This design comes from an exercise in tuning for small area on the open sky130 flow, not from production work.
The RTL was checked by simulation tests, not by an equivalence proof against the original design.
No activity file was given, so power comes from the tool's default toggle rates.

## flow/design.v (module list and top-level ports; edited modules follow where they fit)
// module aftab_AAU: 65 lines
// module aftab_BSU: 20 lines
// module decoder: 9 lines
// module aftab_CSRISL: 55 lines
// module aftab_CSR_address_ctrl: 22 lines
// module aftab_CSR_address_logic: 20 lines
// module aftab_CSR_addressing_decoder: 21 lines
// module aftab_CSR_counter: 29 lines
// module aftab_CSR_registers: 26 lines
// module aftab_DARU_controller: 47 lines
// module aftab_DARU_datapath: 93 lines
// module aftab_DARU_errorDetector: 24 lines
// module aftab_DAWU_controller: 56 lines
// module aftab_DAWU_datapath: 107 lines
// module aftab_DAWU_errorDetector: 15 lines
// module aftab_ICCD: 202 lines
// module aftab_LLU: 11 lines
// module aftab_MEM_DARU: 77 lines
// module aftab_MEM_DAWU: 72 lines
// module aftab_TCL: 7 lines
// module aftab_adder: 9 lines
// module aftab_adder_subtractor: 20 lines
// module aftab_booth_controller: 82 lines
// module aftab_booth_datapath: 61 lines
// module aftab_booth_multiplier: 47 lines
// module aftab_comparator: 28 lines
// module aftab_controller: 760 lines
// module aftab_core: 361 lines
// module aftab_counter: 24 lines
// module aftab_datapath: 535 lines
// module aftab_decoder2to4: 12 lines
// module aftab_divider: 62 lines
// module aftab_divider_controller: 67 lines
// module aftab_divider_datapath: 89 lines
// module aftab_immSelSignExt: 46 lines
// module aftab_isagu: 12 lines
// module aftab_mux2to1_2sel: 11 lines
// module aftab_mux4to1: 12 lines
// module aftab_oneBitReg: 22 lines
// module aftab_opt_adder: 34 lines
// module aftab_register: 19 lines
// module aftab_registerFile: 30 lines
// module aftab_register_bank: 66 lines
// module aftab_shift_left_register: 33 lines
// module aftab_shift_right_register: 33 lines
// module aftab_signed_divider: 60 lines
// module aftab_sulu: 12 lines
module aftab_core #(parameter size = 32) (
    input clk,
    input rst,
    input memReady,
    input [7:0] memDataIn,
    output [7:0] memDataOut,
    output memRead,
    output memWrite,
    output [size-1:0] memAddr,
    input machineExternalInterrupt,
    input machineTimerInterrupt,
    input machineSoftwareInterrupt,
    input userExternalInterrupt,
    input userTimerInterrupt,
    input userSoftwareInterrupt,
    input [15:0] platformInterruptSignals,
    output interruptProcessing
);
  // ...
==> flow/run.sh <==
#!/bin/bash
# synth_recipe.tcl (not shown) runs the flow's synth.tcl, then flattens the netlist and writes it again
# the make line also repeats each setting of config.mk as NAME=value (left out here)
make -C /OpenROAD-flow-scripts/flow DESIGN_CONFIG=/design/flow/config.mk WORK_HOME=/design/flow/orfs CLKGATE_MAP_FILE= SYNTH_SCRIPT=/design/flow/synth_recipe.tcl finish
==> flow/config.mk <==
export PLATFORM = sky130hd
export DESIGN_NAME = aftab_core
export DESIGN_NICKNAME = aftab_core
export VERILOG_FILES = /design/flow/design.v
export SDC_FILE = /design/flow/constraint.sdc
export NUM_CORES = 4
export LEC_CHECK = 0
export CAP_MARGIN = 20
export CORE_MARGIN = 2
export CORE_UTILIZATION = 40
export SLEW_MARGIN = 20
==> flow/constraint.sdc <==
create_clock -name core_clock -period 12.0 [get_ports {clk}]
set_input_delay 2.4000 -clock core_clock [delete_from_list [all_inputs] [get_ports {clk}]]
set_output_delay 2.4000 -clock core_clock [all_outputs]
set_load 0.01 [all_outputs]
==> results.toml, run 1 <==
[run_status]
outcome = "complete, no violations"

[power_and_ir_drop]
clock_power_share_pct = 35.8
power_density_nw_per_um2 = 173
irDropWorstVdd_uv = 142
power.total_mw = 27.2
powerComb_mw = 7.74

[hold_path]
hold_depth = 0

[flow_run]
maxCapViolations = 0

[final_layout]
stdcell_area_um2 = 157000
layout_common_cells = "nand2_1, dfrtp_1, o21ai_0"
largest_reg_flops = 1024
buffers = 621
top_regs = "datapath.register_bank.CSR_registers.rData x1024, datapath.registerFile.register_file x992, datapath.AAU.MULT.DP.MrReg.dataOut x34"
area_growth_pct = 11.4
fin_nets = 15800
largest_class = "multi-input gates"
fillCellCount = 34300
layout-drive-gt1-share_pct = 10.5
clkbuf_count = 418
seqCellArea_um2 = 65000

[grt]
use_met1_pct = 49.6
grt_first_pass_wirelength_mm = 984

[worst_setup_path]
slowest_delay_ns = 0.53
required_ns = 9.60
crit_buf_inv = 1
crit-reg2reg-launch = "datapath.regIR.Rreg[22]$_DFFE_PP0P_"
cp-end-kind = "primary output"
r2r_end = "datapath.registerFile.register_file[15][30]$_DFFE_PP0P_"

[synth]
synth_top_area_cell = "dfrtp_1"
synth_seq_cells = 2590
seq_area_frac_synth_pct = 46.0
ys.flop_type = "dfrtp_1"

[floorplanning]
rows = 218
initial_core_util_pct = 40.1
taps = 4620

[clock_tree]
cts_sinks = 2590
postCtsHoldBufs = 0
htree_levels = 5
clk_latency_ns = 0.98

[drt]
met2_length_mm = 272
routedWlPerCell_um = 34.6
drtIter0Drc = 22800
drt-met1-wl_mm = 264
via_per_inst = 6.78

[placement]
placedCellCount = 19700
==> inputs of run 2 (changes only) <==
==> flow/design.v (replaced) <==
`timescale 1ns/1ns
module aftab_AAU #(parameter size = 32) (
    input [size-1:0] A,
    input [size-1:0] B,
    input clk,
    input rst,
    input multAAU,
    input divideAAU,
    input signedSigned,
    input signedUnsigned,
    input unsignedUnsigned,
    input selAAH,
    output [size-1:0] result,
    output completeAAU,
    output dividedByZeroFlag
);
    localparam IDLE = 3'd0, MINIT = 3'd1, MSHIFT = 3'd2, MDONE = 3'd3, DS1 = 3'd4, DS2 = 3'd5;
    reg [2:0] state;
    reg [5:0] cnt;
    reg [33:0] Y;      
    reg [32:0] Z;      
    reg Qso;           
    wire co = &cnt;
    wire [32:0] in1 = unsignedUnsigned ? {1'b0, A} :
                      (signedSigned | signedUnsigned) ? {A[31], A} : 33'd0;
    wire [32:0] in2 = (unsignedUnsigned | signedUnsigned) ? {1'b0, B} :
                      signedSigned ? {B[31], B} : 33'd0;
    wire sgn = signedSigned;
    wire divisorZero = (B == 32'd0);
    assign dividedByZeroFlag = divideAAU & divisorZero;
    wire divStart = divideAAU & ~divisorZero;
    wire idle = (state == IDLE);
    wire boothSub = (Y[1:0] == 2'b10);
    wire boothAdd = (Y[1:0] == 2'b01);
    wire divMode = (state == DS2);
    wire divAddB = B[31] & sgn;
    wire inSub = idle ? (A[31] & sgn) : boothSub;
    wire [32:0] addB = divMode ? (divAddB ? {1'b1, B} : ~{1'b0, B}) :
                       (inSub ? ~in1 : in1);
    wire addCin = divMode ? ~divAddB : inSub;
    wire [32:0] sum = Z + addB + {32'd0, addCin};
    wire boothSel = boothSub | boothAdd;
    wire [32:0] boothP = boothSel ? {sum[32], sum[32:1]} : {Z[32], Z[32:1]};
    wire boothSer = boothSel ? sum[0] : Z[0];
    always @(posedge clk, posedge rst) begin
        if (rst) begin
            state <= IDLE;
            Qso <= 1'b0;
        end else begin
            case (state)
                IDLE: state <= multAAU ? MINIT : divStart ? DS1 : IDLE;
                MINIT: state <= MSHIFT;
                MSHIFT: state <= co ? MDONE : MSHIFT;
                MDONE: state <= IDLE;
                DS1: begin
                    state <= co ? IDLE : DS2;
                    Qso <= Y[31];
                end
                DS2: state <= DS1;
                default: state <= IDLE;
            endcase
        end
    end
    always @(posedge clk) begin
        case (state)
            IDLE: begin
                cnt <= 6'd30;
                Y[31:0] <= sum[31:0];
                Z <= 33'd0;
            end
            MINIT: begin
                cnt <= 6'd31;
                Y <= {in2, 1'b0};
                Z <= 33'd0;
            end
            MSHIFT: begin
                cnt <= cnt + 6'd1;
                Y <= {boothSer, Y[33:1]};
                Z <= boothP;
            end
            DS1: begin
                Z <= {Z[31:0], Qso};
                Y[31:0] <= {Y[30:0], 1'b0};
            end
            DS2: begin
                cnt <= cnt + 6'd1;
                if (~sum[32])
                    Z <= sum;
                Y[0] <= ~sum[32];
            end
            default: ;
        endcase
    end
    wire multDone = (state == MDONE);
    wire divDone = (state == DS1) & co;
    assign completeAAU = multDone | divDone;
    wire enQ = (A[31] ^ B[31]) & sgn;
    wire enR = A[31] & sgn;
    wire [31:0] divRaw = selAAH ? Y[31:0] : Z[31:0];
    wire divNeg = selAAH ? enQ : enR;
    wire [31:0] divOut = divNeg ? (~divRaw + 32'd1) : divRaw;
    wire [31:0] multOut = selAAH ? {Z[30:0], Y[33]} : Y[32:1];
    assign result = divDone ? divOut : multOut;
endmodule
`timescale 1ns/1ns
module aftab_controller(
    input clk,
    input rst,
    input completeDARU,
    input completeDAWU,
    input completeAAU,
    input lt,
    input eq,
    input gt,
    input [31:0] IR,
    input interruptRaise,
    input exceptionRaise,
    input instrMisalignedOut,
	input loadMisalignedOut,
	input storeMisalignedOut,
	input dividedByZeroOut,
	input validAccessCSR,
	input readOnlyCSR,
	input mirror,
	input ldMieReg,
	input ldMieUieField,
    input [1:0] delegationMode,
    input [1:0] previousPRV,
    input [1:0] modeTvec,
    output reg [11:0] muxCode,
	output reg [1:0] nBytes,
	output reg [1:0] selLogic,
	output reg [1:0] selShift,
	output reg selPC,
	output reg selI4,
	output reg selP1,
	output reg selP2,
	output reg selJL,
	output reg selADR,
	output reg selPCJ,
	output reg selImm,
	output reg selAdd,
	output reg selInc4PC,
	output reg selBSU,
	output reg selLLU,
	output reg selASU,
	output reg selAAU,
	output reg selDARU,
	output reg dataInstrBar,
    output reg writeRegFile,
	output reg addSubBar,
	output reg pass,
	output reg selAuipc,
	output reg comparedsignedunsignedbar,
	output reg ldIR,
    output reg ldADR,
	output reg ldPC,
	output reg ldDr,
	output reg ldByteSigned,
	output reg ldHalfSigned,
	output reg load,
	output reg setOne,
	output reg setZero,
	output reg startDARU,
	output reg startDAWU,
	output reg startMultiplyAAU,
	output reg startDivideAAU,
	output reg signedSigned,
	output reg signedUnsigned,
	output reg unsignedUnsigned,
	output reg selAAL,
	output reg selAAH,
    output reg ecallFlag,
    output reg illegalInstrFlag,
    output reg mipCCLdDisable,
    output reg selCCMip_CSR,
    output reg selCause_CSR,
    output reg selPC_CSR,
    output reg selTval_CSR,
    output reg selMedeleg_CSR,
    output reg selMideleg_CSR,
    output reg [2:0] ldValueCSR,
    output reg ldCntCSR,
    output reg dnCntCSR,
    output reg upCntCSR,
    output reg ldFlags,
    output reg zeroFlags,
    output reg ldDelegation,
    output reg ldMachine,
    output reg ldUser,
    output reg loadMieReg,
    output reg loadMieUieField,
    output reg mirrorUser,
    output reg selCSR,
    output reg selP1CSR,
    output reg selReadWriteCSR,
    output reg selImmCSR,
    output reg setCSR,
    output reg clrCSR,
    output reg writeRegBank,
    output reg selCSRAddrFromInst,
    output reg selRomAddress,
    output reg selMepc_CSR,
    output reg selInterruptAddressDirect,
    output reg selInterruptAddressVectored,
    output reg checkMisalignedDARU,
    output reg checkMisalignedDAWU,
    output reg machineStatusAlterationPreCSR,
    output reg userStatusAlterationPreCSR,
    output reg machineStatusAlterationPostCSR,
    output reg userStatusAlterationPostCSR,
    output reg zeroCntCSR,
    output decodeState,
    output mirrorState,
    output compareState
    );
    wire [2:0] func3;
    wire [6:0] opcode;
    wire [6:0] func7;
    wire [11:0] func12;
    wire [4:0] func5;
    wire mretOrUretBar;
    reg [5:0] p_state, n_state;
    assign decodeState = (p_state == 6'b000010);
    assign mirrorState = (p_state == 6'b100000);
    assign compareState = (p_state == 6'b001010) || (p_state == 6'b001111);
    assign func3 = IR[14:12];
    assign opcode = IR[6:0];
    assign func7 = IR[31:25];
    assign func12 = IR[31:20];
    assign func5 = IR[31:27];
    assign mretOrUretBar = IR[29];
    always @(posedge clk, posedge rst) begin
        if(rst)
        begin
            p_state <= 6'b000000;
        end
        else
            p_state <= n_state;
    end
    always @(*)
    begin
        n_state = 6'b000000;
        case(p_state)
            6'b000000: begin
                if(exceptionRaise || interruptRaise)
                    n_state =  6'b010100;
                else if(instrMisalignedOut)
                    n_state = 6'b000000;
                else
                    n_state = 6'b000001;
            end
            6'b000001: begin
                if(completeDARU)
                    n_state = 6'b000010;
                else
                    n_state = 6'b000001;
            end
            6'b000010: begin
                if(opcode == 7'b0000011)
                    n_state = 6'b000011;
                else if(opcode == 7'b0100011)
                    n_state = 6'b000110;
                else if(opcode == 7'b0110011) begin
                    if(func7[0])
                        n_state = 6'b001101;
                    else if(func3 == 3'b000)
                        n_state = 6'b001001;
                    else if(func3 == 3'b010 || func3 == 3'b011)
                        n_state = 6'b001010;
                    else if(func3 == 3'b100 || func3 == 3'b110 || func3 == 3'b111)
                        n_state = 6'b001011;
                    else if(func3 == 3'b001 || func3 == 3'b101)
                        n_state = 6'b001100;
                    else
                        n_state = 6'b000000;
                end
                else if(opcode == 7'b0010011) begin
                    if (func3 == 3'b000)
                        n_state = 6'b001001;
                    else if (func3 == 3'b010 || func3 == 3'b011)
                        n_state = 6'b001010;
                    else if (func3 == 3'b100 || func3 == 3'b110 || func3 == 3'b111)
                        n_state = 6'b001011;
                    else if (func3 == 3'b001 || func3 == 3'b101)
                        n_state = 6'b001100;
                    else
                        n_state = 6'b000000;
                end
                else if(opcode == 7'b1101111)
                    n_state = 6'b010000;
                else if(opcode == 7'b1100111)
                    n_state = 6'b010010;
                else if(opcode == 7'b1100011)
                    n_state = 6'b001111;
                else if(opcode == 7'b0110111 || opcode == 7'b0010111)
                    n_state = 6'b010011;
                else if(opcode == 7'b1110011) begin
                    if (func3 == 3'b000 && func12 == 12'h000)
                        n_state = 6'b100101;
                    else if (func3 == 3'b000 && (func12 == 12'h302 || func12 == 12'h002))
                        n_state = 6'b100001;
                    else
                        n_state = 6'b011111;
                end
                else
                    n_state = 6'b000000;
                end
            6'b000011:
                n_state = 6'b000100;
            6'b000100: begin
                if (loadMisalignedOut)
                    n_state = 6'b000000;
                else
                    n_state = 6'b000101;
            end
            6'b000101: begin
                if (completeDARU)
                    n_state = 6'b000000;
                else
                    n_state = 6'b000101;
            end
            6'b000110:
                n_state = 6'b000111;
            6'b000111: begin
                if (storeMisalignedOut)
                    n_state = 6'b000000;
                else
                    n_state = 6'b001000;
            end
            6'b001000: begin
                if (completeDAWU)
                    n_state = 6'b000000;
                else
                    n_state = 6'b001000;
            end
            6'b001001:
                n_state = 6'b000000;
            6'b001010:
                n_state = 6'b000000;
            6'b001011:
                n_state = 6'b000000;
            6'b001100:
                n_state = 6'b000000;
            6'b001101: begin
                if (dividedByZeroOut)
                    n_state = 6'b000000;
                else
                    n_state = 6'b001110;
            end
            6'b001110: begin
                if (completeAAU)
                    n_state = 6'b000000;
                else
                    n_state = 6'b001110;
            end
            6'b010000:
                n_state = 6'b000000;
            6'b010010:
                n_state = 6'b000000;
            6'b001111:
                n_state = 6'b000000;
            6'b010011:
                n_state = 6'b000000;
            6'b011111: begin
                if (~mirror)
                    n_state = 6'b000000;
                else
                    n_state = 6'b100000;
            end
            6'b100000:
                n_state = 6'b000000;
            6'b100001:
                n_state = 6'b100010;
            6'b100010:
                n_state = 6'b100011;
            6'b100011:
                n_state = 6'b100100;
            6'b100100:
                n_state = 6'b000000;
            6'b100101:
                n_state = 6'b000000;
            6'b010100: begin
                if (interruptRaise)
                    n_state = 6'b010110;
                else
                    n_state = 6'b010101;
            end
            6'b010101:
                n_state = 6'b011000;
            6'b010110:
                n_state = 6'b010111;
            6'b010111:
                n_state = 6'b011000;
            6'b011000:
                n_state = 6'b011100;
            6'b011100:
                n_state = 6'b011101;
            6'b011101:
                n_state = 6'b011110;
            6'b011110:
                n_state = 6'b011001;
            6'b011001:
                n_state = 6'b011010;
            6'b011010:
                n_state = 6'b011011;
            6'b011011:
                n_state = 6'b000000;
            default:
                n_state = 6'b000000;
        endcase
    end
    always @(*)
    begin
        {selPC, selI4, selP2, selPCJ, selADR, selJL, selImm, selAdd, selInc4PC, selBSU,
		 selLLU, selASU, selAAU, selDARU, dataInstrBar, writeRegFile, addSubBar,
		 comparedsignedunsignedbar, ldIR, ldADR, ldPC, ldDr, ldByteSigned, ldHalfSigned,
		 load, setOne, setZero, startDARU, startDAWU, startMultiplyAAU, startDivideAAU,
		 signedSigned, signedUnsigned, unsignedUnsigned, selAAL, selAAH, muxCode, nBytes,
		 selLogic, selShift, pass, selAuipc, selP1, selTval_CSR, zeroCntCSR, mipCCLdDisable,
		 upCntCSR, dnCntCSR, selRomAddress, selCCMip_CSR, writeRegBank, selCause_CSR,
		 machineStatusAlterationPostCSR, userStatusAlterationPostCSR, selPC_CSR,
		 ldValueCSR, selCSRAddrFromInst, selP1CSR, selImmCSR, selReadWriteCSR, setCSR,
		 clrCSR, selCSR, selMepc_CSR, ldCntCSR, selInterruptAddressDirect,
		 selInterruptAddressVectored, ldFlags, zeroFlags, illegalInstrFlag, checkMisalignedDARU,
		 checkMisalignedDAWU, ecallFlag, machineStatusAlterationPreCSR, userStatusAlterationPreCSR,
		 selMedeleg_CSR, selMideleg_CSR, ldUser, ldMachine, mirrorUser, ldDelegation,
		 loadMieUieField, loadMieReg} = 0;
        case(p_state)
            6'b000000: begin
                if(exceptionRaise)  begin
                    ldValueCSR = 3'b111;
                    ldCntCSR = 1'b1;
                    selMedeleg_CSR = 1'b1;
                end
                else if (interruptRaise) begin
                    zeroCntCSR = 1'b1;
                    mipCCLdDisable = 1'b1;
                    selMideleg_CSR = 1'b1;
                end
                else begin
                    nBytes = 2'b11;
                    selPCJ = 1'b1;
                    dataInstrBar = 1'b0;
                    selPC = 1'b1;
                    startDARU = 1'b1;  
                    ldFlags = 1'b1;
                    checkMisalignedDARU = 1'b1;
                end
            end
            6'b000001: begin
                dataInstrBar = 1'b0;
                if (completeDARU)
                    ldIR = 1'b1;
                else
                    ldIR = 1'b0;
            end
            6'b000010: begin
                ldFlags = 1'b1;
                if (opcode == 7'b0000011 ||
                    opcode == 7'b0100011 ||
                    opcode == 7'b0110011 ||
                    opcode == 7'b0010011 ||
                    opcode == 7'b1101111 ||
                    opcode == 7'b1100111 ||
                    opcode == 7'b1100011 ||
                    opcode == 7'b0110111 ||
                    opcode == 7'b0010111 ||
                    opcode == 7'b1110011
                )
                    illegalInstrFlag = 1'b0;
                else
                    illegalInstrFlag = 1'b1;
                if (opcode == 7'b1110011) begin
                    if (func3 == 3'b000 && (func12 == 12'h302 || func12 == 12'h002))
                        ldValueCSR          = 3'b010;
                        ldCntCSR            = 1'b1;
                    if (func3 != 3'b000)
                        selCSRAddrFromInst  = 1'b1;
                end
            end
            6'b000011: begin
                muxCode = 12'b010011001001;
                ldADR = 1'b1;
                selJL = 1'b1;
                selP1 = 1'b1;
                ldPC = 1'b1;
                selI4 = 1'b1;
                dataInstrBar = 1'b1;
            end
            6'b000100: begin
                selADR = 1'b1;
                startDARU = ~loadMisalignedOut;
                ldFlags = 1'b1;
                dataInstrBar = 1'b1;
                nBytes = {func3[1], (func3[1] || func3[0])};
            end
            6'b000101: begin
                ldByteSigned = ~func3[2] && ~func3[1] && ~func3[0];
                ldHalfSigned = ~func3[2] && ~func3[1] && func3[0];  
                load = func3[2] || func3[1];
                dataInstrBar = 1'b1;
                if (completeDARU) begin
                    writeRegFile = 1'b1;
                    selDARU = 1'b1;
                end
                else begin
                    writeRegFile = 1'b0;
                    selDARU = 1'b0;
                end
            end
            6'b000110: begin
                muxCode = 12'b010011010010;
                ldDr  = 1'b1;
                ldADR = 1'b1;
                selJL = 1'b1;
                selP1 = 1'b1;
                ldPC = 1'b1;
                selI4 = 1'b1;
            end
            6'b000111: begin
                checkMisalignedDAWU = 1'b1;
                ldFlags = 1'b1;
                selADR = 1'b1;
                startDAWU = ~storeMisalignedOut;
                nBytes = {func3[1] , (func3[1] || func3[0])};
            end
            6'b001000:
                ;
            6'b001001: begin
                muxCode = 12'b010011001001;
                selImm = ~opcode[5];
                selP1 = 1'b1;
                selP2 = opcode[5];
                addSubBar = func7[5] && opcode[5];
                selASU = 1'b1;
                writeRegFile = 1'b1;
                ldPC = 1'b1;
                selI4 = 1'b1;
            end
            6'b001010: begin
                muxCode = 12'b010011001001;
                selImm = ~opcode[5];
                selP1 = 1'b1;
                selP2 = opcode[5];
                comparedsignedunsignedbar = ~func3[0];
                if (lt)
                    setOne = 1'b1;
                else
                    setZero = 1'b1;
                ldPC = 1'b1;
                selI4 = 1'b1;
            end
            6'b001011: begin
                muxCode = 12'b010011001001;
                selImm = ~opcode[5];
                selP1 = 1'b1;
                selP2 = opcode[5];
                selLogic = func3[1:0];
                selLLU = 1'b1;
                writeRegFile = 1'b1;
                ldPC = 1'b1;
                selI4 = 1'b1;
            end
            6'b001100: begin
                muxCode = 12'b010011001001;
                selImm = ~opcode[5];
                selP1 = 1'b1;
                selP2 = opcode[5];
                selShift = {func3[2], func7[5]};
                selBSU = 1'b1;
                writeRegFile = 1'b1;
                ldPC = 1'b1;
                selI4 = 1'b1;
            end
            6'b001101: begin
                ldFlags = 1'b1;
                illegalInstrFlag = dividedByZeroOut;
                selP1 = 1'b1;
                selP2 = 1'b1;
                startDivideAAU = func3[2];
                startMultiplyAAU = ~func3[2];
                if (~func3[2]) begin
                    if (func3[1:0] == 2'b00)
                        signedSigned = 1'b1;
                    else if (func3[1:0] == 2'b01)
                        signedSigned = 1'b1;
                    else if (func3[1:0] == 2'b10)
                        signedUnsigned = 1'b1;
                    else if (func3[1:0] == 2'b11)
                        unsignedUnsigned = 1'b1;
                end
                else if (func3[2]) begin
                    if (func3[1:0] == 2'b00 || func3[1:0] == 2'b10)
                        signedSigned = 1'b1;
                    else if (func3[1:0] == 2'b01 || func3[1:0] == 2'b11)
                        unsignedUnsigned = 1'b1;
                end
            end
            6'b001110: begin
                selP1 = 1'b1;
				selP2 = 1'b1;
				if (func3[2] == 1'b0)
                begin
					if (func3[1:0] == 2'b00)
						signedSigned = 1'b1;
					else if (func3[1:0] == 2'b01)
						signedSigned = 1'b1;
					else if (func3[1:0] == 2'b10)
						signedUnsigned = 1'b1;
					else if (func3[1:0] == 2'b11)
						unsignedUnsigned = 1'b1;
                end
				else if (func3[2] == 1'b1)
                begin
					if (func3[1:0] == 2'b00 || func3[1:0] == 2'b10)
						signedSigned = 1'b1;
					else if (func3[1:0] == 2'b01 || func3[1:0] == 2'b11)
						unsignedUnsigned = 1'b1;
                end
                if (completeAAU) begin
                    if (~func3[2]) begin
                        selAAL = ~(func3[1] || func3[0]);
                        selAAH = func3[1] || func3[0];
                    end
                    else if (func3[2]) begin
                        selAAL = func3[1];
                        selAAH = ~func3[1];
                    end
                end
                else begin
                    selAAL = 1'b0;
                    selAAH = 1'b0;
                end
                selAAU = completeAAU;
                writeRegFile = completeAAU;
                ldPC = completeAAU;
                selI4 = completeAAU;
            end
            6'b010000: begin
                muxCode = 12'b101001001100;
                selInc4PC = 1'b1;
                writeRegFile = 1'b1;
                selPC = 1'b1;
                selAdd = 1'b1;
                ldPC = 1'b1;
            end
            6'b010010: begin
                    muxCode = 12'b010011001001;
                    selInc4PC = 1'b1;
                    writeRegFile = 1'b1;
                    selJL = 1'b1;
                    ldPC = 1'b1;
                    selP1 = 1'b1;
                    selAdd = 1'b1;
            end
            6'b001111: begin
                muxCode = 12'b010101010100;
                selP1 = 1'b1;
                selP2 = 1'b1;
                comparedsignedunsignedbar = ~func3[1];
                selPC = 1'b1;
                ldPC = 1'b1;
                if (func3[2] && ~func3[0])  
                    if (lt)
                        selAdd = 1'b1;
                    else
                        selI4 = 1'b1;
                else if (func3[2] && func3[0])  
                    if (gt || eq)
                        selAdd = 1'b1;
                    else
                        selI4 = 1'b1;
                else if (~func3[2] && ~func3[0])  
                    if (eq)
                        selAdd = 1'b1;
                    else
                        selI4 = 1'b1;
                else if (~func3[2] && func3[0])  
                    if (~eq)
                        selAdd = 1'b1;
                    else
                        selI4 = 1'b1;
            end
            6'b010011: begin
                muxCode = 12'b100000100100;
                selImm = 1'b1;
                selASU = 1'b1;
                writeRegFile = 1'b1;
                ldPC = 1'b1;
                selI4 = 1'b1;
                pass = opcode[5];
                addSubBar = 1'b0;
                selAuipc = ~opcode[5];
            end
            6'b011111: begin
                selCSRAddrFromInst = 1'b1;
                selCSR = 1'b1 & validAccessCSR;
                writeRegFile = 1'b1 & validAccessCSR;
                writeRegBank = 1'b1 & (validAccessCSR & ~(readOnlyCSR));
                selP1CSR = ~ (func3[2]) & (validAccessCSR & ~(readOnlyCSR));
                selImmCSR = func3[2] & (validAccessCSR & ~(readOnlyCSR));
                selReadWriteCSR = ~(func3[1]) & (validAccessCSR & ~(readOnlyCSR));
                setCSR = ~(func3[0]) & (validAccessCSR & ~(readOnlyCSR));
                clrCSR = (func3[1] & func3[0]) & (validAccessCSR & ~(readOnlyCSR));
                ldPC = 1'b1 & (validAccessCSR & ~(readOnlyCSR));
                selI4 = 1'b1 & (validAccessCSR & ~(readOnlyCSR));
                loadMieReg = ldMieReg & validAccessCSR;
                loadMieUieField = ldMieUieField & validAccessCSR;
                illegalInstrFlag = ~(validAccessCSR);
                ldFlags = 1'b1;
            end
            6'b100000: begin
                selCSRAddrFromInst = 1'b1;
                selCSR = 1'b1;
                writeRegBank = 1'b1;
                selP1CSR = ~ (func3[2]);
                selImmCSR = func3[2];
                selReadWriteCSR = ~(func3[1]);
                setCSR = ~(func3[0]);
                clrCSR = func3[1] & func3[0];
                mirrorUser = 1'b1;
            end
            6'b100001: begin
                mirrorUser = ~(mretOrUretBar);
                selRomAddress = 1'b1;
                ldValueCSR = 3'b100;
                ldCntCSR = 1'b1;
            end
            6'b100010: begin
                selMepc_CSR = 1'b1;
                ldPC = 1'b1;
                mirrorUser = 1'b0;
                selRomAddress = 1'b1;
            end
            6'b100011: begin
                mirrorUser = 1'b0;
                selRomAddress = 1'b1;
                if (mretOrUretBar) begin
                        ldMachine = previousPRV[0];
                        ldUser = ~(previousPRV[0]);
                end
                else begin
                    ldMachine = 1'b0;
                    ldUser = 1'b1;
                end
                loadMieUieField = ldMieUieField;
                machineStatusAlterationPostCSR = mretOrUretBar;
                userStatusAlterationPostCSR = ~(mretOrUretBar);
                writeRegBank = 1'b1;
            end
            6'b100100: begin
                selRomAddress = 1'b1;
                mirrorUser = 1'b1;
                machineStatusAlterationPostCSR = mretOrUretBar;
                userStatusAlterationPostCSR = ~(mretOrUretBar);
                writeRegBank = 1'b1;
                zeroCntCSR = 1'b1;
            end
            6'b100101: begin
                ecallFlag = 1'b1;
                ldFlags = 1'b1;
            end
            6'b010100: begin
                selMideleg_CSR = interruptRaise;
                selMedeleg_CSR = exceptionRaise;
                ldDelegation = 1'b1;
                mipCCLdDisable = 1'b1;
            end
            6'b010101: begin
                mirrorUser = ~(delegationMode[0]);
                selRomAddress = 1'b1;
                ldValueCSR = 3'b001;
                ldCntCSR = 1'b1;
                selTval_CSR = 1'b1;
                writeRegBank = 1'b1;
                mipCCLdDisable = 1'b1;
            end
            6'b010110: begin
                mirrorUser = 1'b0;
                selRomAddress = 1'b1;
                selCCMip_CSR = 1'b1;
                writeRegBank = 1'b1;
                mipCCLdDisable = 1'b1;
            end
            6'b010111: begin
                selRomAddress = 1'b1;
                mirrorUser = 1'b1;
                upCntCSR = 1'b1;
                selCCMip_CSR = 1'b1;
                writeRegBank = 1'b1;
                mipCCLdDisable = 1'b1;
            end
            6'b011000: begin
                mirrorUser = ~(delegationMode[0]);
                selRomAddress = 1'b1;
                upCntCSR = 1'b1;
                selCause_CSR = 1'b1;
                writeRegBank = 1'b1;
                mipCCLdDisable = 1'b1;
            end
            6'b011100: begin
                mirrorUser = ~(delegationMode[0]);
                selRomAddress = 1'b1;
                upCntCSR = 1'b1;
                selPC_CSR = 1'b1;
                writeRegBank = 1'b1;
                mipCCLdDisable = 1'b1;
            end
            6'b011101: begin
                mirrorUser = ~(delegationMode[0]);
                selRomAddress = 1'b1;
                mipCCLdDisable = 1'b1;
            end
            6'b011110: begin
                selRomAddress = 1'b1;
                mirrorUser = ~(delegationMode[0]);
                ldMachine = delegationMode[0];
                ldUser = ~(delegationMode[0]);
                upCntCSR = 1'b1;
                ldPC = 1'b1;
                mipCCLdDisable = 1'b1;
                zeroFlags = exceptionRaise;
                if (modeTvec == 2'b00)
                    selInterruptAddressDirect = 1'b1;
                else if (modeTvec == 2'b01)
                    selInterruptAddressVectored = 1'b1;
            end
            6'b011001: begin
                mirrorUser = 1'b0;
                selRomAddress = 1'b1;
                mipCCLdDisable = 1'b1;
            end
            6'b011010: begin
                mirrorUser = 1'b0;
                selRomAddress = 1'b1;
                loadMieUieField = ldMieUieField;
                machineStatusAlterationPreCSR = delegationMode[0];
                userStatusAlterationPreCSR = ~(delegationMode[0]);
                writeRegBank = 1'b1;
                mipCCLdDisable = 1'b1;
            end
            6'b011011: begin
                mirrorUser = 1'b1;
                selRomAddress = 1'b1;
                mirrorUser = 1'b1;
                machineStatusAlterationPreCSR = delegationMode[0];
                userStatusAlterationPreCSR = ~(delegationMode[0]);
                writeRegBank = 1'b1;
                mipCCLdDisable = 1'b1;
                ldMachine = delegationMode[0];
                ldUser = ~(delegationMode[0]);
            end
            default:
                {selPC, selI4, selP2, selPCJ, selADR, selJL, selImm, selAdd, selInc4PC, selBSU,
                 selLLU, selASU, selAAU, selDARU, dataInstrBar, writeRegFile, addSubBar,
                 comparedsignedunsignedbar, ldIR, ldADR, ldPC, ldDr, ldByteSigned, ldHalfSigned,
                 load, setOne, setZero, startDARU, startDAWU, startMultiplyAAU, startDivideAAU,
                 signedSigned, signedUnsigned, unsignedUnsigned, selAAL, selAAH, muxCode, nBytes,
                 selLogic, selShift, pass, selAuipc, selP1, selTval_CSR, zeroCntCSR, mipCCLdDisable,
                 upCntCSR, dnCntCSR, selRomAddress, selCCMip_CSR, writeRegBank, selCause_CSR,
                 machineStatusAlterationPostCSR, userStatusAlterationPostCSR, selPC_CSR,
                 ldValueCSR, selCSRAddrFromInst, selP1CSR, selImmCSR, selReadWriteCSR, setCSR,
                 clrCSR, selCSR, selMepc_CSR, ldCntCSR, selInterruptAddressDirect,
                 selInterruptAddressVectored, ldFlags, zeroFlags, illegalInstrFlag, checkMisalignedDARU,
                 checkMisalignedDAWU, ecallFlag, machineStatusAlterationPreCSR, userStatusAlterationPreCSR,
                 selMedeleg_CSR, selMideleg_CSR, ldUser, ldMachine, mirrorUser, ldDelegation,
                 loadMieUieField, loadMieReg} = 0;
        endcase
    end
endmodule
`timescale 1ns/1ns
module aftab_core #(parameter size = 32) (
    input clk,
    input rst,
    input memReady,
    input [7:0] memDataIn,
    output [7:0] memDataOut,
    output memRead,
    output memWrite,
    output [size-1:0] memAddr,
    input machineExternalInterrupt,
    input machineTimerInterrupt,
    input machineSoftwareInterrupt,
    input userExternalInterrupt,
    input userTimerInterrupt,
    input userSoftwareInterrupt,
    input [15:0] platformInterruptSignals,
    output interruptProcessing
);
    wire selPC, selI4, selP2, selP1, selJL, selADR, selPCJ, selImm, selAdd;
    wire selInc4PC, selBSU, selLLU, selDARU, selASU, selAAU, dataInstrBar;
    wire writeRegFile, addSubBar, pass, selAuipc, comparedsignedunsignedbar;
    wire ldIR, ldADR, ldPC, ldDr, ldByteSigned, ldHalfSigned, load, setOne, setZero;
    wire startDARU, startDAWU, startMultiplyAAU, startDivideAAU;
    wire signedSigned, signedUnsigned, unsignedUnsigned, selAAL, selAAH;
    wire [1:0] nBytes, selLogic, selShift;
    wire [11:0] muxCode;
    wire [1:0] modeTvec, previousPRV, delegationMode;
    wire selCSR, mipCCLdDisable;
    wire [2:0] ldValueCSR;
    wire selImmCSR, selReadWriteCSR, selP1CSR, clrCSR, setCSR, selPC_CSR, selCCMip_CSR;
    wire selCause_CSR, selMepc_CSR;
    wire machineStatusAlterationPreCSR, userStatusAlterationPreCSR;
    wire machineStatusAlterationPostCSR, userStatusAlterationPostCSR;
    wire writeRegBank, dnCntCSR, upCntCSR, ldCntCSR, zeroCntCSR, ldFlags, zeroFlags;
    wire ldDelegation, ldMachine, ldUser, loadMieReg, loadMieUieField, mirrorUser;
    wire selCSRAddrFromInst, selRomAddress, validAccessCSR, readOnlyCSR;
    wire selInterruptAddressDirect, selInterruptAddressVectored;
    wire ecallFlag, illegalInstrFlag, instrMisalignedOut, selTval_CSR;
    wire exceptionRaise, interruptRaise;
    wire checkMisalignedDARU, checkMisalignedDAWU, dividedByZeroOut;
    wire mirror, ldMieReg, ldMieUieField, selMedeleg_CSR, selMideleg_CSR;
    wire completeDARU, completeDAWU, completeAAU;
    wire lt, eq, gt;
    wire decodeState, mirrorState, compareState;
    reg [31:0] IR;
    aftab_controller CU (
        .clk(clk), .rst(rst),
        .completeDARU(completeDARU), .completeDAWU(completeDAWU), .completeAAU(completeAAU),
        .lt(lt), .eq(eq), .gt(gt), .IR(IR),
        .interruptRaise(interruptRaise), .exceptionRaise(exceptionRaise),
        .instrMisalignedOut(instrMisalignedOut), .loadMisalignedOut(1'b0),
        .storeMisalignedOut(1'b0), .dividedByZeroOut(dividedByZeroOut),
        .validAccessCSR(validAccessCSR), .readOnlyCSR(readOnlyCSR), .mirror(mirror),
        .ldMieReg(ldMieReg), .ldMieUieField(ldMieUieField),
        .delegationMode(delegationMode), .previousPRV(previousPRV), .modeTvec(modeTvec),
        .muxCode(muxCode), .nBytes(nBytes), .selLogic(selLogic), .selShift(selShift),
        .selPC(selPC), .selI4(selI4), .selP1(selP1), .selP2(selP2), .selJL(selJL),
        .selADR(selADR), .selPCJ(selPCJ), .selImm(selImm), .selAdd(selAdd),
        .selInc4PC(selInc4PC), .selBSU(selBSU), .selLLU(selLLU), .selASU(selASU),
        .selAAU(selAAU), .selDARU(selDARU), .dataInstrBar(dataInstrBar),
        .writeRegFile(writeRegFile), .addSubBar(addSubBar), .pass(pass),
        .selAuipc(selAuipc), .comparedsignedunsignedbar(comparedsignedunsignedbar),
        .ldIR(ldIR), .ldADR(ldADR), .ldPC(ldPC), .ldDr(ldDr),
        .ldByteSigned(ldByteSigned), .ldHalfSigned(ldHalfSigned), .load(load),
        .setOne(setOne), .setZero(setZero), .startDARU(startDARU), .startDAWU(startDAWU),
        .startMultiplyAAU(startMultiplyAAU), .startDivideAAU(startDivideAAU),
        .signedSigned(signedSigned), .signedUnsigned(signedUnsigned),
        .unsignedUnsigned(unsignedUnsigned), .selAAL(selAAL), .selAAH(selAAH),
        .ecallFlag(ecallFlag), .illegalInstrFlag(illegalInstrFlag),
        .mipCCLdDisable(mipCCLdDisable), .selCCMip_CSR(selCCMip_CSR),
        .selCause_CSR(selCause_CSR), .selPC_CSR(selPC_CSR), .selTval_CSR(selTval_CSR),
        .selMedeleg_CSR(selMedeleg_CSR), .selMideleg_CSR(selMideleg_CSR),
        .ldValueCSR(ldValueCSR), .ldCntCSR(ldCntCSR), .dnCntCSR(dnCntCSR),
        .upCntCSR(upCntCSR), .ldFlags(ldFlags), .zeroFlags(zeroFlags),
        .ldDelegation(ldDelegation), .ldMachine(ldMachine), .ldUser(ldUser),
        .loadMieReg(loadMieReg), .loadMieUieField(loadMieUieField),
        .mirrorUser(mirrorUser), .selCSR(selCSR), .selP1CSR(selP1CSR),
        .selReadWriteCSR(selReadWriteCSR), .selImmCSR(selImmCSR), .setCSR(setCSR),
        .clrCSR(clrCSR), .writeRegBank(writeRegBank),
        .selCSRAddrFromInst(selCSRAddrFromInst), .selRomAddress(selRomAddress),
        .selMepc_CSR(selMepc_CSR), .selInterruptAddressDirect(selInterruptAddressDirect),
        .selInterruptAddressVectored(selInterruptAddressVectored),
        .checkMisalignedDARU(checkMisalignedDARU), .checkMisalignedDAWU(checkMisalignedDAWU),
        .machineStatusAlterationPreCSR(machineStatusAlterationPreCSR),
        .userStatusAlterationPreCSR(userStatusAlterationPreCSR),
        .machineStatusAlterationPostCSR(machineStatusAlterationPostCSR),
        .userStatusAlterationPostCSR(userStatusAlterationPostCSR),
        .zeroCntCSR(zeroCntCSR),
        .decodeState(decodeState), .mirrorState(mirrorState), .compareState(compareState)
    );
    assign interruptProcessing = mipCCLdDisable;
    wire [4:0] rs1 = IR[19:15];
    wire [4:0] rs2 = IR[24:20];
    wire [4:0] rd  = IR[11:7];
    wire [31:0] writeData;
    wire rfWrite = (rd != 5'd0) & (setZero | setOne | writeRegFile);
    wire [31:0] rfWriteData = setZero ? 32'd0 : setOne ? 32'd1 : writeData;
    reg [31:1] rfValid;
    always @(posedge clk, posedge rst) begin
        if (rst)
            rfValid <= 31'd0;
        else if (rfWrite)
            rfValid[rd] <= 1'b1;
    end
    wire [31:0] rfWord [0:31];
    assign rfWord[0] = 32'd0;
    genvar g;
    generate
        for (g = 1; g < 32; g = g + 1) begin : RF
            reg [31:0] r;
            always @(posedge clk)
                if (rfWrite && rd == g)
                    r <= rfWriteData;
            assign rfWord[g] = r;
        end
    endgenerate
    wire [31:0] rfValidAll = {rfValid, 1'b0};
    wire [4:0] rfRdAddr = (decodeState | mirrorState) ? rs1 : rs2;
    reg [31:0] rfPort;
    integer ri;
    always @(*) begin
        rfPort = 32'd0;
        for (ri = 1; ri < 32; ri = ri + 1)
            if (rfRdAddr == ri && rfValidAll[ri])
                rfPort = rfPort | rfWord[ri];
    end
    wire [31:0] rs1Held;
    wire [31:0] p1 = mirrorState ? rfPort : rs1Held;
    wire [31:0] p2 = rfPort;
    wire selI = muxCode[0], selS = muxCode[1], selIJ = muxCode[3], selSB = muxCode[4];
    wire selU = muxCode[5], selISBJ = muxCode[6], selIS = muxCode[7], selB = muxCode[8];
    wire selJ = muxCode[9], selISB = muxCode[10], selUJ = muxCode[11];
    wire [31:0] immediate;
    assign immediate[0] = selI ? IR[20] : selS ? IR[7] : 1'b0;
    assign immediate[4:1] = selIJ ? IR[24:21] : selSB ? IR[11:8] : 4'b0000;
    assign immediate[10:5] = selISBJ ? IR[30:25] : 6'b000000;
    assign immediate[11] = selIS ? IR[31] : selB ? IR[7] : selU ? 1'b0 : selJ ? IR[20] : 1'b0;
    assign immediate[19:12] = selISB ? {8{IR[31]}} : selUJ ? IR[19:12] : 8'b0;
    assign immediate[30:20] = selISBJ ? {11{IR[31]}} : selU ? IR[30:20] : 11'b0;
    assign immediate[31] = IR[31];
    reg [31:0] PC;
    wire [31:0] outMux6 = ({32{selP1}} & p1) | ({32{selAuipc}} & PC);
    wire [31:0] outMux5 = ({32{selP2}} & p2) | ({32{selImm}} & immediate);
    wire [31:0] outMux2 = ({32{selJL}} & outMux6) | ({32{selPC}} & PC);
    wire [31:0] addResult = immediate + outMux2;
    wire [31:0] inc4PC = PC + 32'd4;
    wire [31:0] outCSR;
    wire [31:0] interruptStartAddressDirect = outCSR;
    wire [31:0] interruptStartAddressVectored;
    wire [31:0] csrPC = selInterruptAddressVectored & ~selMepc_CSR & ~selInterruptAddressDirect ?
                        interruptStartAddressVectored : outCSR;
    wire selCsrPC = selMepc_CSR | selInterruptAddressDirect | selInterruptAddressVectored;
    wire [31:0] inPC = ({32{selAdd}} & addResult) |
                       ({32{selI4}} & inc4PC) |
                       ({32{selCsrPC}} & csrPC);
    always @(posedge clk, posedge rst) begin
        if (rst)
            PC <= 32'd0;
        else if (ldPC)
            PC <= inPC;
    end
    wire [31:0] lluResult = (selLogic == 2'b00) ? outMux6 ^ outMux5 :
                            (selLogic == 2'b10) ? outMux6 | outMux5 :
                            (selLogic == 2'b11) ? outMux6 & outMux5 : 32'd0;
    wire [4:0] shamt = outMux5[4:0];
    wire shLeft = (selShift == 2'b00);
    reg [31:0] shIn, bsuRev;
    integer k;
    always @(*) begin
        for (k = 0; k < 32; k = k + 1) shIn[k] = outMux6[31-k];
        if (!shLeft) shIn = outMux6;
    end
    wire shFill = (selShift == 2'b11) & outMux6[31];
    wire signed [32:0] shExt = {shFill, shIn};
    wire [32:0] shOut = shExt >>> shamt;
    always @(*) begin
        for (k = 0; k < 32; k = k + 1) bsuRev[k] = shOut[31-k];
    end
    wire [31:0] bsuResult = (selShift == 2'b01) ? 32'd0 : shLeft ? bsuRev : shOut[31:0];
    wire asuSub = addSubBar | compareState;
    wire cmpExtA = compareState & comparedsignedunsignedbar & outMux6[31];
    wire cmpExtB = compareState & comparedsignedunsignedbar & outMux5[31];
    wire [32:0] asuB = {cmpExtB, outMux5} ^ {33{asuSub}};
    wire [32:0] asuSum = {cmpExtA, outMux6} + asuB + {32'd0, asuSub};
    wire [31:0] asuResult = pass ? outMux5 : asuSum[31:0];
    assign lt = asuSum[32];
    assign eq = (asuSum[31:0] == 32'd0);
    assign gt = ~lt & ~eq;
    wire [31:0] aauResult;
    wire dividedByZeroFlag;
    aftab_AAU #(size) AAU (
        .A(outMux6), .B(outMux5), .clk(clk), .rst(rst),
        .multAAU(startMultiplyAAU), .divideAAU(startDivideAAU),
        .signedSigned(signedSigned), .signedUnsigned(signedUnsigned),
        .unsignedUnsigned(unsignedUnsigned), .selAAH(selAAH),
        .result(aauResult), .completeAAU(completeAAU),
        .dividedByZeroFlag(dividedByZeroFlag)
    );
    reg [31:0] MAR;
    reg [1:0] byteCnt;
    reg [1:0] numBytes;
    reg [1:0] rdState;    
    reg wrState;          
    reg [7:0] rdData0, rdData1, rdData2, rdData3;
    wire rdIdle = (rdState == 2'd0);
    wire rdBusy = (rdState == 2'd1);
    wire rdStart = rdIdle & startDARU;
    wire wrStart = ~wrState & startDAWU;
    wire coCnt = (byteCnt == numBytes);
    always @(posedge clk, posedge rst) begin
        if (rst)
            MAR <= 32'd0;
        else if (ldADR)
            MAR <= addResult;
        else if (rdStart & selPCJ)
            MAR <= outMux2;
    end
    always @(posedge clk, posedge rst) begin
        if (rst) begin
            rdState <= 2'd0;
            wrState <= 1'b0;
            byteCnt <= 2'd0;
            numBytes <= 2'd0;
        end else begin
            case (rdState)
                2'd0: rdState <= startDARU ? 2'd1 : 2'd0;
                2'd1: rdState <= (memReady & coCnt) ? 2'd2 : 2'd1;
                default: rdState <= 2'd0;
            endcase
            wrState <= wrState ? ~(memReady & coCnt) : startDAWU;
            if (rdStart | wrStart) begin
                byteCnt <= 2'd0;
                numBytes <= nBytes;
            end else if ((rdBusy | wrState) & memReady)
                byteCnt <= byteCnt + 2'd1;
        end
    end
    always @(posedge clk, posedge rst) begin
        if (rst) begin
            rdData0 <= 8'd0; rdData1 <= 8'd0; rdData2 <= 8'd0; rdData3 <= 8'd0;
        end else if (decodeState) begin
            {rdData3, rdData2, rdData1, rdData0} <= rfPort;
        end else if (rdBusy & memReady) begin
            if (byteCnt == 2'd0) rdData0 <= memDataIn;
            if (byteCnt == 2'd1) rdData1 <= memDataIn;
            if (byteCnt == 2'd2) rdData2 <= memDataIn;
            if (byteCnt == 2'd3) rdData3 <= memDataIn;
        end
    end
    wire [31:0] dataDARU = {rdData3, rdData2, rdData1, rdData0};
    assign rs1Held = dataDARU;
    assign completeDARU = (rdState == 2'd2);
    assign completeDAWU = wrState & memReady & coCnt;
    assign memRead = rdBusy;
    assign memWrite = wrState;
    wire [31:0] rdAddr = MAR + {30'd0, byteCnt};
    wire [1:0] wrAddrLow = MAR[1:0] + byteCnt;
    assign memAddr = rdBusy ? rdAddr : wrState ? {MAR[31:2], wrAddrLow} : 32'd0;
    wire [7:0] storeByte = (byteCnt == 2'd3) ? p2[31:24] :
                           (byteCnt == 2'd2) ? p2[23:16] :
                           (byteCnt == 2'd1) ? p2[15:8] : p2[7:0];
    assign memDataOut = wrState ? storeByte : 8'd0;
    wire instrMisalignedFlag = checkMisalignedDARU & ~dataInstrBar & (outMux2[1:0] != 2'b00) & (nBytes == 2'b11)
                             | checkMisalignedDARU & ~dataInstrBar & (nBytes == 2'b01) & outMux2[0];
    assign instrMisalignedOut = instrMisalignedFlag;
    always @(posedge clk) begin
        if (ldIR)
            IR <= dataDARU;
    end
    wire [2:0] ldFunc3 = IR[14:12];
    wire ldSignBit = ~ldFunc3[2] & (ldFunc3[0] ? dataDARU[15] : dataDARU[7]);
    wire [31:0] adjDARU = (ldFunc3[1:0] == 2'b00) ? {{24{ldSignBit}}, dataDARU[7:0]} :
                          (ldFunc3[1:0] == 2'b01) ? {{16{ldSignBit}}, dataDARU[15:0]} :
                          dataDARU;
    assign writeData = ({32{selInc4PC}} & inc4PC) |
                       ({32{selBSU}} & bsuResult) |
                       ({32{selLLU}} & lluResult) |
                       ({32{selASU}} & asuResult) |
                       ({32{selAAU}} & aauResult) |
                       ({32{selDARU}} & adjDARU) |
                       ({32{selCSR}} & outCSR);
    reg [2:0] csrCnt;
    always @(posedge clk, posedge rst) begin
        if (rst)
            csrCnt <= 3'd0;
        else if (zeroCntCSR)
            csrCnt <= 3'd0;
        else if (ldCntCSR)
            csrCnt <= ldValueCSR;
        else if (upCntCSR && csrCnt != 3'b111)
            csrCnt <= csrCnt + 3'd1;
        else if (dnCntCSR && csrCnt != 3'b000)
            csrCnt <= csrCnt - 3'd1;
    end
    wire [11:0] romAddr;
    assign romAddr[11:8] = 4'b0011;
    assign romAddr[7] = 1'b0;
    assign romAddr[6] = (csrCnt == 3'd0) | (csrCnt == 3'd1) | (csrCnt == 3'd2) | (csrCnt == 3'd7);
    assign romAddr[5:3] = 3'b000;
    assign romAddr[2:0] = (csrCnt == 3'd1) ? 3'b010 :
                          (csrCnt == 3'd2) ? 3'b001 :
                          (csrCnt == 3'd3) ? 3'b101 :
                          (csrCnt == 3'd7) ? 3'b011 : 3'b000;
    wire [11:0] preAddr = selCSRAddrFromInst ? IR[31:20] :
                          selRomAddress ? romAddr :
                          selMedeleg_CSR ? 12'h302 :
                          selMideleg_CSR ? 12'h303 : 12'h000;
    wire [11:0] csrAddr = mirrorUser ? {4'b0000, preAddr[7:0]} : preAddr;
    wire validAddressCSR = (csrAddr == 12'h300) | (csrAddr == 12'h344) | (csrAddr == 12'h304) |
                           (csrAddr == 12'h305) | (csrAddr == 12'h341) | (csrAddr == 12'h342) |
                           (csrAddr == 12'h343) | (csrAddr == 12'h303) | (csrAddr == 12'h302) |
                           (csrAddr == 12'h000) | (csrAddr == 12'h044) | (csrAddr == 12'h004) |
                           (csrAddr == 12'h005) | (csrAddr == 12'h041) | (csrAddr == 12'h042) |
                           (csrAddr == 12'h043);
    wire [1:0] curPRV;
    assign validAccessCSR = (curPRV >= csrAddr[9:8]) && validAddressCSR;
    assign readOnlyCSR = (csrAddr[11:10] == 2'b11);
    assign ldMieReg = (csrAddr == 12'h304);
    assign ldMieUieField = (csrAddr == 12'h300);
    wire mirrorUstatus = (csrAddr[7:0] == 8'h00);
    wire mirrorUie = (csrAddr[7:0] == 8'h04);
    wire mirrorUip = (csrAddr[7:0] == 8'h44);
    assign mirror = mirrorUstatus | mirrorUie | mirrorUip;
    reg [31:0] CCmip;
    wire [31:0] causeCode, trapValue;
    wire [31:0] regOrImm = selP1CSR ? p1 : selImmCSR ? {27'b0, IR[19:15]} : 32'd0;
    wire csrSet = setCSR & ~selReadWriteCSR;
    wire csrClr = clrCSR & ~selReadWriteCSR & ~setCSR;
    wire mPre = machineStatusAlterationPreCSR, uPre = userStatusAlterationPreCSR;
    wire mPost = machineStatusAlterationPostCSR, uPost = userStatusAlterationPostCSR;
    wire statusAlt = mPre | uPre | mPost | uPost;
    wire [31:0] statusVal;
    assign statusVal[31:13] = outCSR[31:13];
    assign statusVal[12:11] = mPre ? curPRV : outCSR[12:11];
    assign statusVal[10:8] = outCSR[10:8];
    assign statusVal[7] = mPre ? outCSR[3] : mPost ? 1'b0 : outCSR[7];
    assign statusVal[6:5] = outCSR[6:5];
    assign statusVal[4] = uPre ? outCSR[0] : uPost ? 1'b0 : outCSR[4];
    assign statusVal[3] = mPre ? 1'b0 : mPost ? 1'b1 : outCSR[3];
    assign statusVal[2:1] = outCSR[2:1];
    assign statusVal[0] = uPre ? 1'b0 : uPost ? 1'b1 : outCSR[0];
    wire [31:0] preInCSR = ({32{selReadWriteCSR}} & regOrImm) |
                           ({32{csrSet}} & (outCSR | regOrImm)) |
                           ({32{csrClr}} & outCSR & ~regOrImm) |
                           ({32{selCCMip_CSR}} & CCmip) |
                           ({32{selCause_CSR}} & causeCode) |
                           ({32{selTval_CSR}} & trapValue) |
                           ({32{selPC_CSR}} & PC) |
                           ({32{statusAlt}} & statusVal);
    wire [31:0] inCSR = (mirrorUser && mirrorUstatus) ? (preInCSR & 32'h00000011) :
                        (mirrorUser && (mirrorUie || mirrorUip)) ? (preInCSR & 32'h00000111) :
                        preInCSR;
    assign previousPRV = outCSR[12:11];
    wire [4:0] csrIdx = {csrAddr[8], csrAddr[6], csrAddr[2:0]};
    wire csrWe = writeRegBank;
    localparam NF = 13;
    localparam [5*NF-1:0] FULLIDX = {5'd28, 5'd27, 5'd26, 5'd25, 5'd21, 5'd20, 5'd19,
                                     5'd18, 5'd16, 5'd11, 5'd10, 5'd9, 5'd5};
    wire [31:0] csrWord [0:31];
    generate
        for (g = 0; g < NF; g = g + 1) begin : CSRF
            reg [31:0] r;
            reg v;
            wire we = csrWe && (csrIdx == FULLIDX[5*g +: 5]);
            always @(posedge clk)
                if (we)
                    r <= inCSR;
            always @(posedge clk, posedge rst)
                if (rst)
                    v <= 1'b0;
                else if (we)
                    v <= 1'b1;
        end
    endgenerate
    reg [1:0] ustatusR;
    reg [2:0] uieR, uipR;
    always @(posedge clk, posedge rst) begin
        if (rst) begin
            ustatusR <= 2'b00;
            uieR <= 3'b000;
            uipR <= 3'b000;
        end else if (csrWe) begin
            if (csrIdx == 5'd0) ustatusR <= {inCSR[4], inCSR[0]};
            if (csrIdx == 5'd4) uieR <= {inCSR[8], inCSR[4], inCSR[0]};
            if (csrIdx == 5'd12) uipR <= {inCSR[8], inCSR[4], inCSR[0]};
        end
    end
    assign csrWord[0] = {27'd0, ustatusR[1], 3'd0, ustatusR[0]};
    assign csrWord[4] = {23'd0, uieR[2], 3'd0, uieR[1], 3'd0, uieR[0]};
    assign csrWord[12] = {23'd0, uipR[2], 3'd0, uipR[1], 3'd0, uipR[0]};
    assign csrWord[5] = CSRF[0].r;
    assign csrWord[9] = CSRF[1].r;
    assign csrWord[10] = CSRF[2].r;
    assign csrWord[11] = CSRF[3].r;
    assign csrWord[16] = CSRF[4].r;
    assign csrWord[18] = CSRF[5].r;
    assign csrWord[19] = CSRF[6].r;
    assign csrWord[20] = CSRF[7].r;
    assign csrWord[21] = CSRF[8].r;
    assign csrWord[25] = CSRF[9].r;
    assign csrWord[26] = CSRF[10].r;
    assign csrWord[27] = CSRF[11].r;
    assign csrWord[28] = CSRF[12].r;
    assign csrWord[1] = 32'd0;  assign csrWord[2] = 32'd0;  assign csrWord[3] = 32'd0;
    assign csrWord[6] = 32'd0;  assign csrWord[7] = 32'd0;  assign csrWord[8] = 32'd0;
    assign csrWord[13] = 32'd0; assign csrWord[14] = 32'd0; assign csrWord[15] = 32'd0;
    assign csrWord[17] = 32'd0; assign csrWord[22] = 32'd0; assign csrWord[23] = 32'd0;
    assign csrWord[24] = 32'd0; assign csrWord[29] = 32'd0; assign csrWord[30] = 32'd0;
    assign csrWord[31] = 32'd0;
    wire [31:0] csrWordValid;
    assign csrWordValid[0] = 1'b1;
    assign csrWordValid[1] = 1'b0;
    assign csrWordValid[2] = 1'b0;
    assign csrWordValid[3] = 1'b0;
    assign csrWordValid[4] = 1'b1;
    assign csrWordValid[5] = CSRF[0].v;
    assign csrWordValid[6] = 1'b0;
    assign csrWordValid[7] = 1'b0;
    assign csrWordValid[8] = 1'b0;
    assign csrWordValid[9] = CSRF[1].v;
    assign csrWordValid[10] = CSRF[2].v;
    assign csrWordValid[11] = CSRF[3].v;
    assign csrWordValid[12] = 1'b1;
    assign csrWordValid[13] = 1'b0;
    assign csrWordValid[14] = 1'b0;
    assign csrWordValid[15] = 1'b0;
    assign csrWordValid[16] = CSRF[4].v;
    assign csrWordValid[17] = 1'b0;
    assign csrWordValid[18] = CSRF[5].v;
    assign csrWordValid[19] = CSRF[6].v;
    assign csrWordValid[20] = CSRF[7].v;
    assign csrWordValid[21] = CSRF[8].v;
    assign csrWordValid[22] = 1'b0;
    assign csrWordValid[23] = 1'b0;
    assign csrWordValid[24] = 1'b0;
    assign csrWordValid[25] = CSRF[9].v;
    assign csrWordValid[26] = CSRF[10].v;
    assign csrWordValid[27] = CSRF[11].v;
    assign csrWordValid[28] = CSRF[12].v;
    assign csrWordValid[29] = 1'b0;
    assign csrWordValid[30] = 1'b0;
    assign csrWordValid[31] = 1'b0;
    reg [31:0] csrRead;
    integer ci;
    always @(*) begin
        csrRead = 32'd0;
        for (ci = 0; ci < 32; ci = ci + 1)
            if (csrIdx == ci && csrWordValid[ci])
                csrRead = csrRead | csrWord[ci];
    end
    reg [31:0] outRegBank;
    always @(posedge clk)
        outRegBank <= csrRead;
    assign outCSR = outRegBank;
    wire [31:0] mieCC = CSRF[7].r;
    wire mieValid = CSRF[7].v;
    wire mieFieldCC = CSRF[4].v & CSRF[4].r[3];
    wire uieFieldCC = CSRF[4].v & CSRF[4].r[0];
    wire [31:0] interruptSources = {platformInterruptSignals, 4'b0000, machineExternalInterrupt, 2'b00,
                                    userExternalInterrupt, machineTimerInterrupt, 2'b00,
                                    userTimerInterrupt, machineSoftwareInterrupt, 2'b00,
                                    userSoftwareInterrupt};
    always @(posedge clk, posedge rst) begin
        if (rst)
            CCmip <= 32'd0;
        else if (~mipCCLdDisable)
            CCmip <= interruptSources;
    end
    reg [3:0] tempFlags;
    always @(posedge clk, posedge rst) begin
        if (rst)
            tempFlags <= 4'd0;
        else if (zeroFlags)
            tempFlags <= 4'd0;
        else if (ldFlags)
            tempFlags <= {ecallFlag, dividedByZeroFlag, illegalInstrFlag, instrMisalignedFlag};
    end
    assign dividedByZeroOut = dividedByZeroFlag;
    reg [1:0] currentPRV;
    reg [1:0] delegationModeR;
    reg [1:0] delegationReg;
    always @(posedge clk, posedge rst) begin
        if (rst)
            currentPRV <= 2'b11;
        else if (ldMachine)
            currentPRV <= 2'b11;
        else if (ldUser)
            currentPRV <= 2'b00;
    end
    assign curPRV = currentPRV;
    always @(posedge clk, posedge rst) begin
        if (rst)
            delegationModeR <= 2'b00;
        else if (ldDelegation)
            delegationModeR <= delegationReg;
    end
    assign delegationMode = delegationModeR;
    wire user = ~currentPRV[1] & ~currentPRV[0];
    wire machine = currentPRV[1] & currentPRV[0];
    wire tempEcallFlag = tempFlags[3];
    wire tempDividedByZero = tempFlags[2];
    wire tempIllegalInstr = tempFlags[1];
    wire tempInstrAddrMisaligned = tempFlags[0];
    wire exceptionRaiseTemp = tempIllegalInstr | tempInstrAddrMisaligned | tempDividedByZero | tempEcallFlag;
    assign exceptionRaise = exceptionRaiseTemp;
    wire mEn = user | (machine & mieFieldCC);
    wire uEn = user & uieFieldCC;
    wire interRaiseTemp = mieValid & (
                          (mEn & CCmip[11] & mieCC[11]) |
                          (mEn & CCmip[3] & mieCC[3]) |
                          (mEn & CCmip[7] & mieCC[7]) |
                          (uEn & CCmip[8] & mieCC[8]) |
                          (uEn & CCmip[0] & mieCC[0]) |
                          (uEn & CCmip[4] & mieCC[4]) |
                          (mieFieldCC & (|(CCmip[31:16] & mieCC[31:16]))));
    assign interruptRaise = interRaiseTemp;
    reg [5:0] cause;
    always @(*) begin
        if (exceptionRaiseTemp) begin
            if (tempIllegalInstr) cause = 6'd2;
            else if (tempInstrAddrMisaligned) cause = 6'd0;
            else if (tempEcallFlag) cause = 6'd8;
            else cause = 6'd0;
        end else if (interRaiseTemp) begin
            if (CCmip[11]) cause = {1'b1, 5'd11};
            else if (CCmip[3]) cause = {1'b1, 5'd3};
            else if (CCmip[7]) cause = {1'b1, 5'd7};
            else if (CCmip[8]) cause = {1'b1, 5'd8};
            else if (CCmip[0]) cause = {1'b1, 5'd0};
            else if (CCmip[4]) cause = {1'b1, 5'd4};
            else if (CCmip[16]) cause = {1'b1, 5'd16};
            else if (CCmip[17]) cause = {1'b1, 5'd17};
            else if (CCmip[18]) cause = {1'b1, 5'd18};
            else if (CCmip[19]) cause = {1'b1, 5'd19};
            else if (CCmip[20]) cause = {1'b1, 5'd20};
            else if (CCmip[21]) cause = {1'b1, 5'd21};
            else if (CCmip[22]) cause = {1'b1, 5'd22};
            else if (CCmip[23]) cause = {1'b1, 5'd23};
            else if (CCmip[24]) cause = {1'b1, 5'd24};
            else if (CCmip[25]) cause = {1'b1, 5'd25};
            else if (CCmip[26]) cause = {1'b1, 5'd26};
            else if (CCmip[27]) cause = {1'b1, 5'd27};
            else if (CCmip[28]) cause = {1'b1, 5'd28};
            else if (CCmip[29]) cause = {1'b1, 5'd29};
            else if (CCmip[30]) cause = {1'b1, 5'd30};
            else if (CCmip[31]) cause = {1'b1, 5'd31};
            else cause = 6'd0;
        end else
            cause = 6'd0;
    end
    assign causeCode = {cause[5], 26'd0, cause[4:0]};
    wire [31:0] delegCSR = outCSR;
    always @(*) begin
        if (exceptionRaiseTemp) begin
            if (tempIllegalInstr && user && delegCSR[2])
                delegationReg = 2'b00;
            else if (tempInstrAddrMisaligned && user && delegCSR[0])
                delegationReg = 2'b00;
            else if (tempDividedByZero && user && delegCSR[10])
                delegationReg = 2'b00;
            else if (tempEcallFlag && user && delegCSR[11])
                delegationReg = 2'b00;
            else
                delegationReg = 2'b11;
        end else if (interRaiseTemp) begin
            if (CCmip[8] && user && delegCSR[8])
                delegationReg = 2'b00;
            else if (CCmip[0] && user && delegCSR[0])
                delegationReg = 2'b00;
            else if (CCmip[4] && user && delegCSR[4])
                delegationReg = 2'b00;
            else
                delegationReg = 2'b11;
        end else
            delegationReg = 2'b11;
    end
    assign trapValue = tempIllegalInstr ? IR :
                       tempInstrAddrMisaligned ? PC : 32'd0;
    assign modeTvec = outCSR[1:0];
    wire [5:0] causeCodeTemp = {causeCode[31], causeCode[4:0]};
    assign interruptStartAddressVectored = {2'b00, (outCSR[31:2] + {causeCodeTemp, 2'b00})};
endmodule
==> flow/config.mk (replaced) <==
export PLATFORM = sky130hd
export DESIGN_NAME = aftab_core
export DESIGN_NICKNAME = aftab_core
export VERILOG_FILES = /design/flow/design.v
export SDC_FILE = /design/flow/constraint.sdc
export NUM_CORES = 4
export LEC_CHECK = 0
export CAP_MARGIN = 20
export CORE_MARGIN = 2
export CORE_UTILIZATION = 40
export CTS_BUF_LIST = sky130_fd_sc_hd__clkbuf_8
export PLACE_DENSITY = 0.55
export SLEW_MARGIN = 20
==> run 2 against run 1 <==
  * Still clean
  * Register-to-register slack worse by 1.5 ns
  * Combinational power down 95%
  * Clock-buffer cell count down 85
  * Final cell count down 49%
  * Global-route usage down 4.4 points
  * Clock skew up 0.067 ns
  * Critical path depth down 1
  * Maximum frequency up 2.3%
  * Critical endpoint is now PC[31]$_DFFE_PP0P_
==> results.toml, run 2 <==
[run_status]
outcome = "complete, no violations"

[drt]
drtIter0Drc = 11700
routedWlPerCell_um = 36.3
via_per_inst = 6.66

[synth]
synth_edf_count = 1513
synth_seq_cells = 1741
ys.flop_type = "edfxtp_1"
synth_top_area_cell = "edfxtp_1"
synth_top_cell_area_share_pct = 53.1
seq_area_frac_synth_pct = 59.6
synthTopCellsByCount = "edfxtp_1, a22oi_1, nand2_1"
netlist_instances = 7105

[timing]
min_period_ns = 10.95
rsz0062_at_grt = "false"

[final_layout]
largest_reg_flops = 992
layout-drive-gt1-share_pct = 13.5
stdcell_area_um2 = 97300
fin_nets = 7599
fillCellCount = 19400
area_growth_pct = 13.8
layout_common_cells = "edfxtp_1, a22oi_1, nand2_1"
top_regs = "RF.r x992, CSRF.r x416, AAU.Y x34"

[grt]
grt_first_pass_wirelength_mm = 522
grt_pass1_vias = 65200

[worst_setup_path]
cp-end-kind = "flip-flop"
crit_buf_inv = 3
crit-reg2reg-launch = "CU.p_state[3]$_DFF_PP0_"
slowest_delay_ns = 0.93
required_ns = 13.03
reg2reg_slack_ns = 1.05
r2r_end = "PC[31]$_DFFE_PP0P_"
worst_ep_arrival_time_ns = 11.98

[power_and_ir_drop]
seqPwrFrac_pct = 54.9
power_density_nw_per_um2 = 127
clock_power_share_pct = 42.0
irDropWorstVdd_uv = 130

[clock_tree]
postCtsHoldBufs = 0
clk_latency_ns = 1.11
clockRootBuffer = "clkbuf_8"
cts_sinks = 1741
htree_levels = 5
clockBufferDepth = 4

[flow_run]
maxCapViolations = 0

[hold_path]
whs_endpoint = "outRegBank[15]$_DFF_P_"
hold_depth = 2

[placement]
placedCellCount = 9869

[floorplanning]
core_area_um2 = 212000
initial_core_util_pct = 40.3
rows = 169
## run 2: worst max path at each step
stage / cells past startpoint / start / slack [ns] / endpoint
after global placement: 32 / CU.p_state[3]$_DFF_PP0_ / 1.26 / PC[31]$_DFFE_PP0P_
after floorplan: 39 / CU.p_state[3]$_DFF_PP0_ / 2.19 / AAU.Z[32]$_DFFE_PP_
final: 33 / CU.p_state[3]$_DFF_PP0_ / 1.05 / PC[31]$_DFFE_PP0P_
after global routing: 35 / CU.p_state[3]$_DFF_PP0_ / 0.44 / PC[31]$_DFFE_PP0P_
after CTS: 33 / CU.p_state[3]$_DFF_PP0_ / 1.23 / PC[31]$_DFFE_PP0P_
after detailed placement: 33 / CU.p_state[3]$_DFF_PP0_ / 1.21 / PC[31]$_DFFE_PP0P_
## run 2: power groups by stage
| stage | registers (mW) | logic (mW) | clock network, mW |
|---|---|---|---|
| after floorplan | 6.74 | 0.218 | 0 |
| after global placement | 6.86 | 0.348 | 0 |
| after detailed placement | 6.86 | 0.355 | 0 |
| after CTS | 6.74 | 0.357 | 5.23 |
| after global routing | 6.75 | 0.391 | 5.48 |
| final | 6.76 | 0.379 | 5.18 |
## run 2: kinds of logic (layout without fill, tap and decap cells)
group                      after synthesis  after routing  synth area share (%)
other                                    0             24                     0
adders and majority gates              200            200                  2.98
xor gates and xnor gates               242            242                  2.48
AOI/OAI and AO/OA                     2220           2220                  18.3
muxes                                  324            324                  3.89
and+or+nand+nor                       1715           1715                  9.69
buffers and inverters                  663           1155                  2.99
DFF                                   1741           1741                  59.6
## run 2: through the flow
stage | setup WS [ns] | util [%] | power, mW | hold slack [ns]
after detailed placement | 1.21 | 43.1 | 7.21 | 0.447
after global routing | 0.437 | 45.8 | 12.6 | 0.465
final | 1.05 | 45.8 | 12.3 | 0.409
after global placement | 1.26 | 43.1 | 7.21 | 0.445
after CTS | 1.23 | 45.7 | 12.3 | 0.406
after floorplan | 2.19 | - | 6.96 | 0.428
## run 2: worst reg2reg max path, delay by kind of cell (launching register included)
family          cells  cell delay (ns)
buf+inv             3             0.96
mux                 1             0.49
simple gates        7             2.49
fa+ha+maj           1             0.28
compound gates     19             5.75
xor+xnor            2             0.62
flops               1             0.38
## run 2: metal layers
| layer | wire length [µm] | GRT usage (%) | up-vias |
|---|---|---|---|
| li1 | - | - | 28600 |
| met1 | 153000 | 47.8 | 35000 |
| met2 | 158000 | 48.4 | 4963 |
| met3 | 45700 | 8.67 | 939 |
| met4 | 22300 | 17.2 | 8 |
| met5 | 55 | 0 | - |
## run 2: layout make-up
type | count | area [µm²] | area share (%)
repair buffers | 433 | 3470 | 3.57
diodes | 24 | 60.1 | 0.0618
well taps | 2821 | 3530 | 3.63
multi-input cells | 4701 | 32900 | 33.9
inverters | 177 | 672 | 0.691
clock buffers | 333 | 4580 | 4.71
clock inverters | 212 | 1030 | 1.06
flip-flops and latches | 1741 | 51000 | 52.4

Re-timed with assumed drivers on the ports (clkbuf_16 on the clock, buf_2 on other inputs), run 2 has 1.054 ns of setup slack against 1.054 ns with ideal ports, and 1.054 ns once port delays also move by the mid clock arrival of 1.111 ns.
